Context: an optimization exercise on an open-source flow, tuned for small area. The choices shown serve that exercise and are no tape-out recipe. In this exercise RTL edits were held to simulation tests only and were not proved equivalent to the original. No activity file was given, so power comes from the tool's default toggle rates.

run A:
Design puf_core, start of the top module:
module puf_core #(
    parameter PUF_WIDTH = 256,
    parameter ENTROPY_TARGET = 512000,
    parameter RING_OSC_COUNT = 128,
    parameter CHALLENGE_WIDTH = 128,
    parameter TEMPERATURE_SENSORS = 16,
    parameter VOLTAGE_SENSORS = 8,
    parameter TAMPER_SENSORS = 32
) (
    input  wire                           clk_sys,
    input  wire                           rst_n,
    input  wire                           enable,
    input  wire [CHALLENGE_WIDTH-1:0]    challenge,
    output wire [PUF_WIDTH-1:0]          response,
    output reg                            response_valid,
    output wire [31:0]                    entropy_data,
    output wire                           entropy_valid,
    input  wire                           entropy_ready,
    output wire [15:0]                    entropy_rate,
    output wire [7:0]                     temperature,
    output wire [7:0]                     voltage_level,
    output wire                           tamper_detected,
    output wire                           puf_healthy,
    output wire [255:0]                   divine_seal,
    output wire                           moral_compliance,
    input  wire                           security_lock,
    output wire                           kill_switch_detect,
    output wire                           self_destruct,
    output wire [RING_OSC_COUNT-1:0]      ring_osc_enable,
    input  wire [RING_OSC_COUNT-1:0]      ring_osc_out,
    input  wire [TEMPERATURE_SENSORS-1:0] temp_sensor_data,
    input  wire [VOLTAGE_SENSORS-1:0]     volt_sensor_data,
    input  wire [TAMPER_SENSORS-1:0]      tamper_sensors
);
For scale: about 2200 cells after synthesis, ~1000 I/O pins, roughly 0.023 mm² of cells after synthesis.
Settings: LEC_CHECK=0, ABC_AREA=1, CAP_MARGIN=20, CORE_AREA=5 5 355 355, DIE_AREA=0 0 360 360, SLEW_MARGIN=20; clock period 10.0 ns.
standard.sh (not shown) runs the stock make flow with config.mk's settings and CLKGATE_MAP_FILE= SYNTH_SCRIPT=/design/flow/synth_recipe.tcl, a recipe that flattens the netlist after the stock synthesis.
==> flow/flow/run.sh <==
#!/bin/bash
# The standard layout (standard.sh) with three changes:
#  1. after the standard synthesis, the combinational logic is re-mapped by
#     ABC (flow/resynth.ys); flip-flops, their names and cell types stay;
#  2. port buffers use buf_1 instead of the resizer's default pick (every
#     port still gets its own buffer);
#  3. CTS uses clkbuf_8 with sink clusters of at most 16 and inserts no
#     dummy loads;
#  4. each tie cell drives up to 40 constant-1 and 40 constant-0 outputs
#     (flow/pair_ties.py), so tie fan-out repair is skipped.
# Each tool's full output goes to a log file in this folder; ORFS also keeps
# its per-step logs under orfs/logs.
set -euo pipefail
WORK=$PWD
R=$WORK/orfs/results/$FLOW_PLATFORM/puf_core/base
LIB=$FLOW_HOME/platforms/$FLOW_PLATFORM/lib/sky130_fd_sc_hd__tt_025C_1v80.lib
ARGS=(
  "SKIP_REPAIR_TIE_FANOUT=1"
  "BUFFER_PORTS_ARGS=-buffer_cell sky130_fd_sc_hd__buf_1"
  "CTS_ARGS=-sink_clustering_enable -repair_clock_nets -dont_use_dummy_load -buf_list {sky130_fd_sc_hd__clkbuf_8} -sink_clustering_size 16 -sink_clustering_max_diameter 80"
)
bash standard.sh "${ARGS[@]}" synth > flow_synth.log 2>&1
cp "$R/1_2_yosys.v" "$WORK/standard_synth.v"
sed -e "s#@LIB@#$LIB#g" -e "s#@IN@#$WORK/standard_synth.v#" \
    -e "s#@OUT@#$WORK/resynth.v#" -e "s#@ABC@#$WORK/flow/resynth.abc#" \
    flow/resynth.ys > resynth_run.ys
yosys -l resynth.log -q resynth_run.ys > /dev/null 2>&1
python3 flow/pair_ties.py "$WORK/resynth.v" 40 > pair_ties.log 2>&1
cp "$WORK/resynth.v" "$R/1_2_yosys.v"
rm -f "$R/1_synth.odb" "$R/1_synth.sdc"
bash standard.sh "${ARGS[@]}" finish > flow_make.log 2>&1
==> flow/flow/resynth.ys <==
# Re-map the combinational logic of the standard synthesis netlist with ABC.
# Flip-flops are kept as they are (same instances, names and cell types).
read_liberty -ignore_miss_func @LIB@
blackbox sky130_fd_sc_hd__df* sky130_fd_sc_hd__edf* sky130_fd_sc_hd__sdf* sky130_fd_sc_hd__dl*
read_verilog @IN@
hierarchy -top puf_core
flatten
rename -hide w:*.*
opt -purge
abc -liberty @LIB@ -dont_use *lpflow* -dont_use *probe* -script @ABC@
splitnets
opt_clean -purge
hilomap -hicell sky130_fd_sc_hd__conb_1 HI -locell sky130_fd_sc_hd__conb_1 LO
insbuf -buf sky130_fd_sc_hd__buf_4 A X
opt_clean -purge
stat -liberty @LIB@
write_verilog -noattr -nohex -nodec @OUT@
Other scripts of this flow, unchanged in this note and not shown: flow/flow/pair_ties.py, flow/flow/resynth.abc
--- input diff run A..run B ---
-- flow/flow/run.sh --
<<< run A, line 9
#  4. each tie cell drives up to 40 constant-1 and 40 constant-0 outputs
>>> run B, line 9
#  4. each tie cell drives up to 8 constant-1 and 8 constant-0 outputs
<<< run A, line 28
python3 flow/pair_ties.py "$WORK/resynth.v" 40 > pair_ties.log 2>&1
>>> run B, line 28
python3 flow/pair_ties.py "$WORK/resynth.v" 8 > pair_ties.log 2>&1
## What came out
Diff run A -> run B: clock network fraction of design power shows an increase of 0.3 points, number of buffers and inverters on the critical path closely matched the old numbers, worst stage delay on the critical path went up, met1 wire length grew by 1.6%.
When the final numbers for run A and run B were put side by side, the count of clock-net buffers in the final layout turned out to be greater in run B.
Going from run A to run B, met3 capacity usage during global routing shrank by 1.3 points, final core utilization held steady, total wirelength of the detailed-routed design shrank by 3600 µm, power density relative to cell area grew by 1.6 mW/mm², combinational group share of total power grew by 0.6 points.
--- input diff run B..run C ---
-- flow/flow/run.sh --
<<< run B, line 9
#  4. each tie cell drives up to 8 constant-1 and 8 constant-0 outputs
>>> run C, line 9
#  4. each tie cell drives up to 4 constant-1 and 4 constant-0 outputs
<<< run B, line 28
python3 flow/pair_ties.py "$WORK/resynth.v" 8 > pair_ties.log 2>&1
>>> run C, line 28
python3 flow/pair_ties.py "$WORK/resynth.v" 4 > pair_ties.log 2>&1
-- flow/flow/resynth.ys --
<<< run B, line 4
blackbox sky130_fd_sc_hd__df* sky130_fd_sc_hd__edf* sky130_fd_sc_hd__sdf* sky130_fd_sc_hd__dl*
>>> run C, line 4
blackbox sky130_fd_sc_hd__df*
Results
Run B: PASS, flow complete, no timing, DRC or antenna violations. Seen in the log of run C: STA-0171 during netlist read-in after synthesis (1_synth), after which the run never completed.

[re-timing with driven ports]
How much do the figures lean on ideal ports? The routed layouts below were timed once more, with nothing changed but the port constraints.
Step 1 assumes that a clkbuf_16 drives the clock port and a buf_2 every other input.
Step 2 moves the port delays by t, midway between the first and last clock arrival at a register: inputs arrive t later, outputs are due t later. That takes back most of the time a late clock gives input paths.
a / b / c = ideal ports / drivers / drivers and shift; a / b = the first two.
| run | t, ns | setup slack, ns | pins driven straight from the clock port |
|---|---|---|---|
| run A | 0.680 | 5.107 / 5.055 / 4.666 | 1 |
| run B | 0.706 | 4.704 / 4.648 / 4.713 | 1 |
After both steps setup and hold are still met in every run listed. For run A, which loses most, drivers alone change the setup slack by -0.052 ns; drivers and shift together by -0.441 ns.
